This is an optimization exercise on Yosys and OpenROAD, whose aim is small area, not a production implementation. Function was checked by simulation only, so behaviour that the tests miss may differ from the original.

alpha:
==> flow/design.v (excerpt) <==
module PHASEMETER_V4#
(
    parameter AXIS_TDATA_WIDTH = 32,
    parameter integer GUESS = 340161410
)
(
    input clk,
    input rst,
    input en,
    input [AXIS_TDATA_WIDTH-1:0]        S_AXIS_SOURCE_tdata,
    input                               S_AXIS_SOURCE_tvalid,
    input [AXIS_TDATA_WIDTH-1:0]        S_AXIS_PARAM_tdata,  
    input                               S_AXIS_PARAM_tvalid,
    input [AXIS_TDATA_WIDTH-1:0]        S_AXIS_GUESS_tdata,  
    input                               S_AXIS_GUESS_tvalid,
    output wire [AXIS_TDATA_WIDTH-1:0]  M_AXIS_REF_tdata,
    output wire                         M_AXIS_REF_tvalid,
    output wire [AXIS_TDATA_WIDTH-1:0]  M_AXIS_QUAD_tdata,
    output wire                         M_AXIS_QUAD_tvalid,
    output wire [AXIS_TDATA_WIDTH-1:0]  M_AXIS_MIX_tdata,
    output wire                         M_AXIS_MIX_tvalid,
    output wire [AXIS_TDATA_WIDTH-1:0]  M_AXIS_LPF_tdata,  
    output wire                         M_AXIS_LPF_tvalid,
    output wire [AXIS_TDATA_WIDTH-1:0]  M_AXIS_PI_tdata,  
    output wire                         M_AXIS_PI_tvalid,
    output wire [AXIS_TDATA_WIDTH-1:0]  M_AXIS_PE_tdata,  
    output wire                         M_AXIS_PE_tvalid);
    localparam [31:0] guess = GUESS;
    assign M_AXIS_REF_tvalid = 1'b1;
    assign M_AXIS_QUAD_tvalid = 1'b1;
    assign M_AXIS_MIX_tvalid = 1'b1;
    assign M_AXIS_LPF_tvalid = 1'b1;
    assign M_AXIS_PI_tvalid = 1'b1;
    assign M_AXIS_PE_tvalid = 1'b1;
    reg [4:0] cnt;
    reg first;
    always @ (posedge clk or posedge rst) begin
        if(rst) begin
            cnt <= 5'd31;
            first <= 1'b1;
        end
        else begin
            cnt <= cnt + 5'd1;
            first <= 1'b0;
        end
    end
    wire strobe = (cnt == 5'd31) & ~first;
    reg [31:0] phase_word;
    wire [13:0] NCO_sine;
    wire [12:0] sin_mag, cos_mag;
    wire sin_neg, cos_neg;
    NCO_V4 refGen (.clk(clk), .rst(rst), .FREQ_WORD(phase_word), .SINE_WAVE(NCO_sine),
        .SIN_MAG(sin_mag), .SIN_NEG(sin_neg), .COS_MAG(cos_mag), .COS_NEG(cos_neg));
    reg [13:0] source;
    wire [12:0] prodI, prodQ;
  ...
Size in the first run: roughly 3500 cells after synthesis, ~530 flip-flops, about 300 I/O pins, roughly 0.034 sq mm of cells after synthesis.
clock: 10.0 ns
lec_check: 0
abc_area: 1
cap_margin: 20
core_margin: 2
core_utilization: 72
place_density: 0.82
slew_margin: 20
synth_memory_max_bits: 32768
standard.sh (not shown) runs the stock make flow with config.mk's settings and CLKGATE_MAP_FILE= SYNTH_SCRIPT=/design/flow/synth_recipe.tcl, a recipe that flattens the netlist after the stock synthesis.
==> flow/flow/run.sh <==
#!/bin/bash
# Standard layout (standard.sh, the standard flow's own ORFS run) with these settings given
# to ORFS through its environment:
# - port buffers are the smallest buffer, sky130_fd_sc_hd__buf_1 (every input
#   and output port still gets one);
# - the constant outputs share the tie cells synthesis made (one tie-high,
#   one tie-low) instead of one tie cell per port;
# - clock tree synthesis clusters up to 28 sinks per leaf buffer within 70 um
#   and inserts no dummy loads.
set -euo pipefail
export BUFFER_PORTS_ARGS="-buffer_cell sky130_fd_sc_hd__buf_1"
export SKIP_REPAIR_TIE_FANOUT=1
export CTS_ARGS="-sink_clustering_enable -repair_clock_nets -dont_use_dummy_load -sink_clustering_size 28 -sink_clustering_max_diameter 70"
bash standard.sh > flow_make.log 2>&1
Inputs modified between alpha and beta:
# alpha
export LEC_CHECK = 0
export ABC_AREA = 1
export CAP_MARGIN = 20
export CORE_MARGIN = 2
export CORE_UTILIZATION = 72
export PLACE_DENSITY = 0.82
export SLEW_MARGIN = 20
export SYNTH_MEMORY_MAX_BITS = 32768
create_clock -name core_clock -period 10.0 [get_ports {clk}]
# beta
export LEC_CHECK = 0
export ABC_AREA = 1
export CAP_MARGIN = 20
export CORE_MARGIN = 2
export CORE_UTILIZATION = 78
export PLACE_DENSITY = 0.86
export SLEW_MARGIN = 20
export SYNTH_MEMORY_MAX_BITS = 32768
create_clock -name core_clock -period 10.0 [get_ports {clk}]
--- a/flow/flow/run.sh
+++ b/flow/flow/run.sh
@@ -7,3 +7,3 @@
 #   one tie-low) instead of one tie cell per port;
-# - clock tree synthesis clusters up to 28 sinks per leaf buffer within 70 um
+# - clock tree synthesis clusters up to 30 sinks per leaf buffer within 80 um
 #   and inserts no dummy loads.
@@ -12,3 +12,3 @@
 export SKIP_REPAIR_TIE_FANOUT=1
-export CTS_ARGS="-sink_clustering_enable -repair_clock_nets -dont_use_dummy_load -sink_clustering_size 28 -sink_clustering_max_diameter 70"
+export CTS_ARGS="-sink_clustering_enable -repair_clock_nets -dont_use_dummy_load -sink_clustering_size 30 -sink_clustering_max_diameter 80"
 bash standard.sh > flow_make.log 2>&1
## What came out
- beta is listed as incomplete: the tool reported an error in global routing and the run ended there.
- Worst slack at placement delta (beta − alpha): unfavourable
- Comparing routability-driven placement congestion ratio for beta and alpha, the bigger number came from beta.
- Compare beta and alpha | initial core utilization higher: beta
- Changes observed in beta relative to alpha: number of CTS-inserted buffers shrank by 6.9%; placed wire-length estimate now sits higher; H-tree depth essentially unchanged; y dimension of the die went down 3.9%.
- Comparing beta and alpha, the lower floorplan row count is on beta.
#### Input delta (gamma over beta)
# beta
export LEC_CHECK = 0
export ABC_AREA = 1
export CAP_MARGIN = 20
export CORE_MARGIN = 2
export CORE_UTILIZATION = 78
export PLACE_DENSITY = 0.86
export SLEW_MARGIN = 20
export SYNTH_MEMORY_MAX_BITS = 32768
create_clock -name core_clock -period 10.0 [get_ports {clk}]
# gamma
export LEC_CHECK = 0
export ABC_AREA = 1
export CAP_MARGIN = 20
export CORE_MARGIN = 2
export CORE_UTILIZATION = 65
export PLACE_DENSITY = 0.75
export SLEW_MARGIN = 20
export SYNTH_MEMORY_MAX_BITS = 32768
create_clock -name core_clock -period 10.0 [get_ports {clk}]
--- a/flow/flow/run.sh
+++ b/flow/flow/run.sh
@@ -7,3 +7,3 @@
 #   one tie-low) instead of one tie cell per port;
-# - clock tree synthesis clusters up to 30 sinks per leaf buffer within 80 um
+# - clock tree synthesis clusters up to 25 sinks per leaf buffer within 60 um
 #   and inserts no dummy loads.
@@ -12,3 +12,3 @@
 export SKIP_REPAIR_TIE_FANOUT=1
-export CTS_ARGS="-sink_clustering_enable -repair_clock_nets -dont_use_dummy_load -sink_clustering_size 30 -sink_clustering_max_diameter 80"
+export CTS_ARGS="-sink_clustering_enable -repair_clock_nets -dont_use_dummy_load -sink_clustering_size 25 -sink_clustering_max_diameter 60"
 bash standard.sh > flow_make.log 2>&1
[summary]
gamma reached the final stage; the timing, DRC and antenna checks on its layout passed. Xor/xnor share of the synthesized area: beta vs gamma identical. Site row count in gamma is 11% above beta. Compared with beta, in gamma post-detailed-placement half-perimeter wirelength went down, height of the die went up. The final reports for gamma and beta show initial core utilization lower in the former. | number of levels in the clock H-tree | gamma vs beta | 1 higher |. gamma vs. beta: worst slack at placement went up by 0.21 ns. Reported for gamma and beta, hold buffer count at cts turned out identical to the last digit.
The inputs of delta differ from those of gamma as listed below.
==> flow/flow/run.sh <==
#!/bin/bash
# Standard layout (standard.sh, the standard flow's own ORFS run) with two settings given
# to ORFS through its environment:
# - port buffers are the smallest buffer, sky130_fd_sc_hd__buf_1 (every input
#   and output port still gets one);
# - clock tree synthesis clusters up to 25 sinks per leaf buffer within 60 um
#   and inserts no dummy loads.
set -euo pipefail
export BUFFER_PORTS_ARGS="-buffer_cell sky130_fd_sc_hd__buf_1"
export CTS_ARGS="-sink_clustering_enable -repair_clock_nets -dont_use_dummy_load -sink_clustering_size 25 -sink_clustering_max_diameter 60"
bash standard.sh > flow_make.log 2>&1
==> comparison <==
Between delta and gamma, the buffering stage count on the worst path with inverters included figures differ only marginally. ~same wire length in delta and gamma. gamma was smaller in final cell area than delta. Changes observed in delta relative to gamma: register-to-register slack saw an increase, area of placed instances saw an increase, final setup slack of the worst path saw an increase. Between delta and gamma, endpoint arrival time on the critical path is lower for delta, gamma comes in above that. Later-pin clock latency in the skew report across delta and gamma: no real change. Filler cell count of delta exceeds that of gamma slightly.


Setup of run 1:
Another version of the RTL of PHASEMETER_V4 (not shown whole).
Size: about 3600 cells after synthesis, ~300 I/O pins.
Design PHASEMETER_V4, start of the top module:
module PHASEMETER_V4#
(
    parameter AXIS_TDATA_WIDTH = 32,
    parameter integer GUESS = 340161410
)
(
    input clk,
    input rst,
    input en,
    input [AXIS_TDATA_WIDTH-1:0]        S_AXIS_SOURCE_tdata,
    input                               S_AXIS_SOURCE_tvalid,
    input [AXIS_TDATA_WIDTH-1:0]        S_AXIS_PARAM_tdata,  
    input                               S_AXIS_PARAM_tvalid,
    input [AXIS_TDATA_WIDTH-1:0]        S_AXIS_GUESS_tdata,  
    input                               S_AXIS_GUESS_tvalid,
    output wire [AXIS_TDATA_WIDTH-1:0]  M_AXIS_REF_tdata,
    output wire                         M_AXIS_REF_tvalid,
    output wire [AXIS_TDATA_WIDTH-1:0]  M_AXIS_QUAD_tdata,
    output wire                         M_AXIS_QUAD_tvalid,
    output wire [AXIS_TDATA_WIDTH-1:0]  M_AXIS_MIX_tdata,
    output wire                         M_AXIS_MIX_tvalid,
    output wire [AXIS_TDATA_WIDTH-1:0]  M_AXIS_LPF_tdata,  
    output wire                         M_AXIS_LPF_tvalid,
    output wire [AXIS_TDATA_WIDTH-1:0]  M_AXIS_PI_tdata,  
    output wire                         M_AXIS_PI_tvalid,
    output wire [AXIS_TDATA_WIDTH-1:0]  M_AXIS_PE_tdata,  
    output wire                         M_AXIS_PE_tvalid);
clock: 10.0 ns
lec_check: 0
abc_area: 1
cap_margin: 20
core_margin: 2
core_utilization: 65
place_density: 0.75
slew_margin: 20
synth_memory_max_bits: 32768
==> flow/flow/run.sh <==
#!/bin/bash
# Standard layout (standard.sh, the standard flow's own ORFS run) with these settings given
# to ORFS through its environment:
# - port buffers are the smallest buffer, sky130_fd_sc_hd__buf_1 (every input
#   and output port still gets one);
# - the buffers abc put into the synthesized netlist are removed at
#   floorplan; the placer's repair_design buffers what still needs it;
# - after global routing, gates on the less critical half of the paths with
#   positive slack are downsized (ORFS RECOVER_POWER);
# - clock tree synthesis clusters up to 25 sinks per leaf buffer within 60 um
#   and inserts no dummy loads.
set -euo pipefail
export BUFFER_PORTS_ARGS="-buffer_cell sky130_fd_sc_hd__buf_1"
export REMOVE_ABC_BUFFERS=1
export RECOVER_POWER=50
export CTS_ARGS="-sink_clustering_enable -repair_clock_nets -dont_use_dummy_load -sink_clustering_size 25 -sink_clustering_max_diameter 60"
bash standard.sh > flow_make.log 2>&1
Status run 1: flow complete, layout not clean - capacitance limit, slew limit
The following lists how run 2 was set up differently from run 1:
==> flow/flow/run.sh <==
#!/bin/bash
# Standard layout (standard.sh, the standard flow's own ORFS run) with two settings given
# to ORFS through its environment:
# - port buffers are the smallest buffer, sky130_fd_sc_hd__buf_1 (every input
#   and output port still gets one);
# - clock tree synthesis clusters up to 25 sinks per leaf buffer within 60 um
#   and inserts no dummy loads.
set -euo pipefail
export BUFFER_PORTS_ARGS="-buffer_cell sky130_fd_sc_hd__buf_1"
export CTS_ARGS="-sink_clustering_enable -repair_clock_nets -dont_use_dummy_load -sink_clustering_size 25 -sink_clustering_max_diameter 60"
bash standard.sh > flow_make.log 2>&1
Results
Run 1 has a lower slack of the worst reg-to-reg path than run 2.
Of run 1 and run 2, only run 2 finishes the flow clean.
Run 2 vs. run 1: via count climbed 0.46%, design area barely changed, arrival time of data at the critical path endpoint dropped 0.07 ns.
Setup changes, run 2 to run 3
==> flow/flow/run.sh <==
#!/bin/bash
# Standard layout (standard.sh, the standard flow's own ORFS run) with these settings given
# to ORFS through its environment:
# - port buffers are the smallest buffer, sky130_fd_sc_hd__buf_1 (every input
#   and output port still gets one);
# - the buffers abc put into the synthesized netlist are removed at
#   floorplan; the placer's repair_design buffers what still needs it;
# - clock tree synthesis clusters up to 25 sinks per leaf buffer within 60 um
#   and inserts no dummy loads.
set -euo pipefail
export BUFFER_PORTS_ARGS="-buffer_cell sky130_fd_sc_hd__buf_1"
export REMOVE_ABC_BUFFERS=1
export CTS_ARGS="-sink_clustering_enable -repair_clock_nets -dont_use_dummy_load -sink_clustering_size 25 -sink_clustering_max_diameter 60"
bash standard.sh > flow_make.log 2>&1
Final area came out higher on run 3 than on run 2. Run 3 vs. run 2: area growth from synthesis to layout went up by 0.34 points. The met1 capacity usage during global routing of run 2 and that of run 3 are within noise of each other. Estimated wirelength of the detail-placed design, run 3 and run 2, lower one = run 2. As far as clock transition at the register clock pins on the worst setup and hold paths after CTS is concerned, run 3 and run 2 perform about the same. Compared with run 2, in run 3 count of clock-buffer cells in the layout went up by 3, via count was more or less identical, worst-case setup margin in the final layout went down by 0.14 ns.
Changes in run 4 relative to run 3:
- an added CTS_CLUSTER_DIAMETER of 60
- an added CTS_CLUSTER_SIZE of 25
==> flow/run.sh (new file) <==
#!/bin/bash
# synth_recipe.tcl (not shown) runs the flow's synth.tcl, then flattens the netlist and writes it again
# the make line also repeats each setting of config.mk as NAME=value (left out here)
make -C /OpenROAD-flow-scripts/flow DESIGN_CONFIG=/design/flow/config.mk WORK_HOME=/design/flow/orfs CLKGATE_MAP_FILE= SYNTH_SCRIPT=/design/flow/synth_recipe.tcl finish
removed: flow/flow/run.sh
removed: flow/standard.sh
--- outcome ---
Pre-CTS setup slack: run 4 higher than run 3
First-iteration DRC count, run 4 and run 3: larger value in run 4


## the reference run
RTL: one of the versions met above, not the one the previous note started from.
For scale: ~3500 cells after synthesis, about 530 flip-flops, ~300 I/O pins, roughly 34000 um^2 of cells after synthesis.
// PHASEMETER_V4
module PHASEMETER_V4#
(
    parameter AXIS_TDATA_WIDTH = 32,
    parameter integer GUESS = 340161410
)
(
    input clk,
    input rst,
    input en,
    input [AXIS_TDATA_WIDTH-1:0]        S_AXIS_SOURCE_tdata,
    input                               S_AXIS_SOURCE_tvalid,
    input [AXIS_TDATA_WIDTH-1:0]        S_AXIS_PARAM_tdata,  
    input                               S_AXIS_PARAM_tvalid,
    input [AXIS_TDATA_WIDTH-1:0]        S_AXIS_GUESS_tdata,  
    input                               S_AXIS_GUESS_tvalid,
    output wire [AXIS_TDATA_WIDTH-1:0]  M_AXIS_REF_tdata,
    output wire                         M_AXIS_REF_tvalid,
    output wire [AXIS_TDATA_WIDTH-1:0]  M_AXIS_QUAD_tdata,
    output wire                         M_AXIS_QUAD_tvalid,
    output wire [AXIS_TDATA_WIDTH-1:0]  M_AXIS_MIX_tdata,
    output wire                         M_AXIS_MIX_tvalid,
    output wire [AXIS_TDATA_WIDTH-1:0]  M_AXIS_LPF_tdata,  
    output wire                         M_AXIS_LPF_tvalid,
    output wire [AXIS_TDATA_WIDTH-1:0]  M_AXIS_PI_tdata,  
    output wire                         M_AXIS_PI_tvalid,
    output wire [AXIS_TDATA_WIDTH-1:0]  M_AXIS_PE_tdata,  
    output wire                         M_AXIS_PE_tvalid);
==> flow/config.mk <==
export PLATFORM = sky130hd
export DESIGN_NAME = PHASEMETER_V4
export DESIGN_NICKNAME = PHASEMETER_V4
export VERILOG_FILES = /design/flow/design.v
export SDC_FILE = /design/flow/constraint.sdc
export NUM_CORES = 4
export LEC_CHECK = 0
export ABC_AREA = 1
export CAP_MARGIN = 20
export CORE_MARGIN = 2
export CORE_UTILIZATION = 65
export PLACE_DENSITY = 0.75
export SLEW_MARGIN = 20
export SYNTH_MEMORY_MAX_BITS = 32768
==> flow/constraint.sdc <==
create_clock -name core_clock -period 10.0 [get_ports {clk}]
set_input_delay 2.0000 -clock core_clock [delete_from_list [all_inputs] [get_ports {clk}]]
set_output_delay 2.0000 -clock core_clock [all_outputs]
set_load 0.01 [all_outputs]
==> flow/flow/run.sh <==
#!/bin/bash
# Standard layout (standard.sh, the standard flow's own ORFS run) with these settings given
# to ORFS through its environment:
# - port buffers are the smallest buffer, sky130_fd_sc_hd__buf_1 (every input
#   and output port still gets one);
# - the constant outputs share the tie cells synthesis made (one tie-high,
#   one tie-low) instead of one tie cell per port;
# - clock tree synthesis clusters up to 30 sinks per leaf buffer within 60 um
#   and inserts no dummy loads.
set -euo pipefail
export BUFFER_PORTS_ARGS="-buffer_cell sky130_fd_sc_hd__buf_1"
export SKIP_REPAIR_TIE_FANOUT=1
export CTS_ARGS="-sink_clustering_enable -repair_clock_nets -dont_use_dummy_load -sink_clustering_size 30 -sink_clustering_max_diameter 60"
bash standard.sh > flow_make.log 2>&1
What the trial run does differently from the reference run at the input level:
# the reference run
export LEC_CHECK = 0
export ABC_AREA = 1
export CAP_MARGIN = 20
export CORE_MARGIN = 2
export CORE_UTILIZATION = 65
export PLACE_DENSITY = 0.75
export SLEW_MARGIN = 20
export SYNTH_MEMORY_MAX_BITS = 32768
create_clock -name core_clock -period 10.0 [get_ports {clk}]
# the trial run
export LEC_CHECK = 0
export ABC_AREA = 1
export CAP_MARGIN = 20
export CORE_MARGIN = 2
export CORE_UTILIZATION = 72
export PLACE_DENSITY = 0.82
export SLEW_MARGIN = 20
export SYNTH_MEMORY_MAX_BITS = 32768
create_clock -name core_clock -period 10.0 [get_ports {clk}]
==> flow/flow/run.sh <==
#!/bin/bash
# Standard layout (standard.sh, the standard flow's own ORFS run) with these settings given
# to ORFS through its environment:
# - port buffers are the smallest buffer, sky130_fd_sc_hd__buf_1 (every input
#   and output port still gets one);
# - the constant outputs share the tie cells synthesis made (one tie-high,
#   one tie-low) instead of one tie cell per port;
# - clock tree synthesis clusters up to 25 sinks per leaf buffer within 60 um
#   and inserts no dummy loads.
set -euo pipefail
export BUFFER_PORTS_ARGS="-buffer_cell sky130_fd_sc_hd__buf_1"
export SKIP_REPAIR_TIE_FANOUT=1
export CTS_ARGS="-sink_clustering_enable -repair_clock_nets -dont_use_dummy_load -sink_clustering_size 25 -sink_clustering_max_diameter 60"
bash standard.sh > flow_make.log 2>&1
==> run summary <==
Summary: with the reference run as the reference, met3 layer wire length in the routed design in the trial run moved up by more than 10%.
Comparing the reference run against the trial run, there is no change at all in count of buffers added by post-CTS timing repair for setup.
Fraction of synthesized area in multiplexers of the trial run is on par with the reference run.
Diff the reference run -> the trial run: routed wire length up 6.3%; worst hold slack -0.041 ns.
Diff the reference run -> the trial run: first-iteration DRC count now larger; maximum achievable frequency now smaller.

[afterwards: timing with drivers on the ports]
The results above use ideal ports. As a check the final layouts listed here were re-extracted and re-timed, cells and wires unchanged. Step 1 (the two cells are an assumption about what drives the block):
set clk [get_ports {clk}]
set_driving_cell -lib_cell sky130_fd_sc_hd__clkbuf_16 $clk
set_driving_cell -lib_cell sky130_fd_sc_hd__buf_2 [delete_from_list [all_inputs] $clk]
Step 2 adds t to the input delays and takes it off the output delays; t is the mean of the earliest and latest rising clock arrival at the registers after step 1. Input paths then give back, and output paths get back, about the clock's delay inside the block. Slacks: ideal / step 1 / step 2; pairs: ideal / step 1.
| run | shift t [ns] | setup slack, ns | worst register clock-pin slew, ns |
|---|---|---|---|
| alpha | 0.652 | 0.440 / 0.440 / 0.440 | 0.11 / 0.11 |
| gamma | 0.603 | 0.483 / 0.483 / 0.483 | 0.09 / 0.09 |
| delta | 0.597 | 0.508 / 0.508 / 0.508 | 0.10 / 0.10 |
| run 1 | 0.589 | 0.424 / 0.424 / 0.424 | 0.10 / 0.10 |
| run 2 | 0.590 | 0.553 / 0.553 / 0.553 | 0.09 / 0.09 |
| run 3 | 0.588 | 0.412 / 0.412 / 0.412 | 0.10 / 0.10 |
| run 4 | 0.621 | 0.397 / 0.397 / 0.397 | 0.10 / 0.10 |
| the reference run | 0.603 | 0.497 / 0.497 / 0.497 | 0.10 / 0.10 |
| the trial run | 0.598 | 0.459 / 0.459 / 0.459 | 0.09 / 0.09 |
